This design comes from an exercise in tuning for small area on the open sky130 flow, not from production work. In this exercise RTL edits were held to simulation tests only and were not proved equivalent to the original. No activity file was given, so power comes from the tool's default toggle rates.

==> job 8677 <==
## BNN
module BNN(
    input         clk,
    input         rst,         
    input         pause,
    output [10:0] inst_addr,   
    input  [15:0] inst,        
    output [13:0] data_addr,   
    output        data_cen,    
    output        data_wen,    
    output [31:0] data_d,      
    input  [31:0] data_q       
    );
Settings: LEC_CHECK=0, ABC_CLOCK_PERIOD_IN_PS=10000, CAP_MARGIN=25, CORE_MARGIN=2, CORE_UTILIZATION=55, PLACE_DENSITY=0.65, SLEW_MARGIN=35, SYNTH_HIERARCHICAL=1, SYNTH_MINIMUM_KEEP_SIZE=0; clock period 10.0 ns.
standard.sh (not shown) runs the stock make flow with config.mk's settings and CLKGATE_MAP_FILE= SYNTH_SCRIPT=/design/flow/synth_recipe.tcl, a recipe that flattens the netlist after the stock synthesis.
==> flow/flow/run.sh <==
#!/bin/bash
# Layout flow: the standard layout (standard.sh), unchanged except for
# clock tree synthesis, which runs without dummy loads, with clkbuf_8
# buffers and clusters of at most 14 sinks within 50 um.
# Each tool's output goes to a log file in this folder.
set -euo pipefail
export CTS_ARGS="-sink_clustering_enable -repair_clock_nets -dont_use_dummy_load -buf_list sky130_fd_sc_hd__clkbuf_8 -sink_clustering_size 14 -sink_clustering_max_diameter 50"
bash standard.sh synth > synth.log 2>&1
bash standard.sh finish > layout.log 2>&1
test -f out/final.def
==> job 1760: changes against job 8677 <==
--- a/flow/design.v
+++ b/flow/design.v
@@ -15,14 +15,33 @@
     input d2,
     input hold,
     input q,
     output y
     );
     assign y = (ld & d) | (ld2 & d2) | (hold & q);
 endmodule
+module XNOR1x7_fa(
+    input a,
+    input b,
+    input c,
+    output s,
+    output co
+    );
+    assign s  = a ^ b ^ c;
+    assign co = (a & b) | (c & (a ^ b));
+endmodule
+module XNOR1x7_ha(
+    input a,
+    input b,
+    output s,
+    output co
+    );
+    assign s  = a ^ b;
+    assign co = a & b;
+endmodule
 `timescale 1ns / 1ps
 module BPU(
     input clk,
     input wld,           
     input whold,         
     input aadd,          
     input ahold,         
@@ -48,47 +67,38 @@
     generate
         for (r = 0; r < 7; r = r + 1) begin : g_row
             assign wsel[r] = {7{rowsel[r]}} & wgt[r];
         end
     endgenerate
     wire [6:0] w = wsel[0] | wsel[1] | wsel[2] | wsel[3] | wsel[4] | wsel[5] | wsel[6];
     wire [6:0] x = ~(m ^ w);
-    wire s0 = x[0] ^ x[1] ^ x[2];
-    wire c0 = (x[0] & x[1]) | (x[2] & (x[0] ^ x[1]));
-    wire s1 = x[3] ^ x[4] ^ x[5];
-    wire c1 = (x[3] & x[4]) | (x[5] & (x[3] ^ x[4]));
+    wire s0, c0, s1, c1, c2;
     wire [2:0] pop;
-    assign pop[0] = s0 ^ s1 ^ x[6];
-    wire c2 = (s0 & s1) | (x[6] & (s0 ^ s1));
-    assign pop[1] = c0 ^ c1 ^ c2;
-    assign pop[2] = (c0 & c1) | (c2 & (c0 ^ c1));
+    XNOR1x7_fa f0(.a(x[0]), .b(x[1]), .c(x[2]), .s(s0), .co(c0));
+    XNOR1x7_fa f1(.a(x[3]), .b(x[4]), .c(x[5]), .s(s1), .co(c1));
+    XNOR1x7_fa f2(.a(s0), .b(s1), .c(x[6]), .s(pop[0]), .co(c2));
+    XNOR1x7_fa f3(.a(c0), .b(c1), .c(c2), .s(pop[1]), .co(pop[2]));
     wire [4:0] t;
-    wire [4:1] tc;
+    wire [4:2] tc;
     assign t[0] = kneg[0];
-    assign t[1] = pop[0] ^ kneg[1];
-    assign tc[2] = pop[0] & kneg[1];
-    genvar i;
-    generate
-        for (i = 2; i < 4; i = i + 1) begin : g_t
-            assign t[i] = pop[i-1] ^ kneg[i] ^ tc[i];
-            assign tc[i+1] = (pop[i-1] & kneg[i]) | (tc[i] & (pop[i-1] ^ kneg[i]));
-        end
-    endgenerate
+    XNOR1x7_ha t1(.a(pop[0]), .b(kneg[1]), .s(t[1]), .co(tc[2]));
+    XNOR1x7_fa t2(.a(pop[1]), .b(kneg[2]), .c(tc[2]), .s(t[2]), .co(tc[3]));
+    XNOR1x7_fa t3(.a(pop[2]), .b(kneg[3]), .c(tc[3]), .s(t[3]), .co(tc[4]));
     assign t[4] = kneg[4] ^ tc[4];
     wire [6:0] b7 = {t[4], t[4], t};
     wire [6:0] sum;
-    wire [7:1] sc;
-    assign sum[0] = popcnt_add[0] ^ b7[0];
-    assign sc[1] = popcnt_add[0] & b7[0];
-    generate
-        for (i = 1; i < 7; i = i + 1) begin : g_s
-            assign sum[i] = popcnt_add[i] ^ b7[i] ^ sc[i];
-            assign sc[i+1] = (popcnt_add[i] & b7[i]) | (sc[i] & (popcnt_add[i] ^ b7[i]));
+    wire [6:1] sc;
+    XNOR1x7_ha a0(.a(popcnt_add[0]), .b(b7[0]), .s(sum[0]), .co(sc[1]));
+    genvar i;
+    generate
+        for (i = 1; i < 6; i = i + 1) begin : g_s
+            XNOR1x7_fa a(.a(popcnt_add[i]), .b(b7[i]), .c(sc[i]), .s(sum[i]), .co(sc[i+1]));
         end
     endgenerate
+    assign sum[6] = popcnt_add[6] ^ b7[6] ^ sc[6];
     wire [6:0] acc_d;
     generate
         for (b = 0; b < 7; b = b + 1) begin : g_ah
             XNOR1x7_hold h(.ld(aadd), .d(sum[b]), .hold(ahold), .q(popcnt_add[b]), .y(acc_d[b]));
         end
     endgenerate
     always @(posedge clk)
@@ -280,21 +290,20 @@
     genvar i;
     generate
         for (k = 0; k < 8; k = k + 1) begin : g_acc
             wire [10:0] b = {{4{bpu_out_add[k][6]}}, bpu_out_add[k]};
             wire [10:0] bx = {{3{bias[8*k+7]}}, bias[8*k +: 8]};
             wire [10:0] sum;
             wire [11:1] c;
-            assign sum[0] = cal_intern[k][0] ^ b[0];
-            assign c[1] = cal_intern[k][0] & b[0];
+            XNOR1x7_ha h0(.a(cal_intern[k][0]), .b(b[0]), .s(sum[0]), .co(c[1]));
             wire [10:0] cal_d;
-            for (i = 1; i < 11; i = i + 1) begin : g_add
-                assign sum[i] = cal_intern[k][i] ^ b[i] ^ c[i];
-                assign c[i+1] = (cal_intern[k][i] & b[i]) | (c[i] & (cal_intern[k][i] ^ b[i]));
+            for (i = 1; i < 10; i = i + 1) begin : g_add
+                XNOR1x7_fa f(.a(cal_intern[k][i]), .b(b[i]), .c(c[i]), .s(sum[i]), .co(c[i+1]));
             end
+            assign sum[10] = cal_intern[k][10] ^ b[10] ^ c[10];
             for (i = 0; i < 11; i = i + 1) begin : g_h
                 XNOR1x7_hold2 h(.ld(cal_ld), .d(bx[i]), .ld2(cal_add), .d2(sum[i]), .hold(cal_hold), .q(cal_intern[k][i]), .y(cal_d[i]));
             end
             always @(posedge clk)
                 cal_intern[k] <= cal_d;
         end
     endgenerate
@@ -426,21 +435,22 @@
                 rf[i] <= d;
         end
     endgenerate
     wire jump = o_jmp & (|rf[4]);
     wire [15:0] pb = jump ? {5'h1f, ~inst[10:0]} : 16'd0;
     wire [15:0] pc1_next;
     wire [16:0] pcc;
-    assign pcc[0] = 1'b1;
+    assign pc1_next[0] = ~(pc1[0] ^ pb[0]);
+    assign pcc[1] = pc1[0] | pb[0];
     generate
-        for (b = 0; b < 16; b = b + 1) begin : g_pc
-            assign pc1_next[b] = pc1[b] ^ pb[b] ^ pcc[b];
-            assign pcc[b+1] = (pc1[b] & pb[b]) | (pcc[b] & (pc1[b] ^ pb[b]));
+        for (b = 1; b < 15; b = b + 1) begin : g_pc
+            XNOR1x7_fa f(.a(pc1[b]), .b(pb[b]), .c(pcc[b]), .s(pc1_next[b]), .co(pcc[b+1]));
         end
     endgenerate
+    assign pc1_next[15] = pc1[15] ^ pb[15] ^ pcc[15];
     wire pc_ld = ~rst & run;
     wire pc_hold = ~rst & ~run;
     wire [15:0] pc_in = (o_mov & inst[10:8] == 3'd0) ? opnd : pc1_next;
     wire [15:0] pc_d;
     generate
         for (b = 0; b < 16; b = b + 1) begin : g_pch
             XNOR1x7_hold h(.ld(pc_ld), .d(pc_in[b]), .hold(pc_hold), .q(pc1[b]), .y(pc_d[b]));
==> summary of the runs <==
Between job 8677 and job 1760, the lower cell count is in job 1760 (gap 5.1%, measured against job 1760).
Between job 8677 and job 1760, the lower global-route usage is in job 1760 (gap 0.81 points).
Between job 1760 and job 8677, the lower sequential share of layout area is in job 8677 (gap 0.83 points).
Of job 1760 and job 8677, job 8677 has the higher die area (gap 2.0%, measured against job 8677).
Against job 8677, the hold slack of job 1760 is better by 0.0067 ns.
In combinational power, job 1760 and job 8677 hardly differ.
Total power is about the same in job 8677 and job 1760.
Between job 8677 and job 1760, the lower critical path depth is in job 1760 (gap 2).
==> figures <==
Routed wire length per instance: job 8677 30.2 um; job 1760 30.5 um
Number of antenna violations at the first check in global routing: job 8677 106; job 1760 95
Worst hold margin: job 8677 0.422 ns; job 1760 0.429 ns
Met1 Usage GRT: job 8677 0.510; job 1760 0.496
Area share of fa/ha/maj cells after synthesis: job 8677 0.0853; job 1760 0.0870
Fraction of met2 tracks used by global routing: job 8677 0.528; job 1760 0.521
Run status: job 8677 finished clean; job 1760 finished clean
Pin slew with the least headroom to its limit: job 8677 1.08 ns; job 1760 1.13 ns
Worst-case headroom to the max-slew limit: job 8677 0.259; job 1760 0.230
Worst-skew pair later-pin latency: job 8677 1.51 ns; job 1760 1.49 ns
Setup ws final: job 8677 1.35 ns; job 1760 1.30 ns
Number of global-route vias before repair: job 8677 292363; job 1760 283666
Compound-cell area share of the yosys netlist: job 8677 0.307; job 1760 0.312
Post-detailed-placement half-perimeter wirelength: job 8677 883000 um; job 1760 836000 um
Highest net fanout along the worst path: job 8677 36; job 1760 35
Register share of the cell area: job 8677 0.456; job 1760 0.464
Total cell area at the placement stage: job 8677 417000 sq um; job 1760 409000 sq um

-- static timing again, ports no longer ideal --
The flow's constraints put no driver on any port. The routed layouts listed below were extracted and timed again, unchanged, in two steps.
Step 1 assumes that a clkbuf_16 drives the clock port and a buf_2 every other input.
Step 2 moves the port delays by t, midway between the first and last clock arrival at a register: inputs arrive t later, outputs are due t later. That takes back most of the time a late clock gives input paths.
a / b / c = ideal / step 1 / step 2; a / b = the first two.
run	t (ns)	slack for setup (ns)	hold WS [ns]	slew at the worst register clock pin (ns)	cell pins on the clock port's net
job 8677	1.582	1.353 / 1.353 / -0.005	0.422 / 0.422 / 0.422	0.10 / 0.10	1
job 1760	1.570	1.303 / 1.303 / 0.419	0.429 / 0.429 / 0.429	0.11 / 0.11	1
Met with ideal ports but missed after step 2: setup timing in job 8677. For job 8677, which loses most, drivers alone change the setup slack by 0.000 ns; drivers and shift together by -1.358 ns.
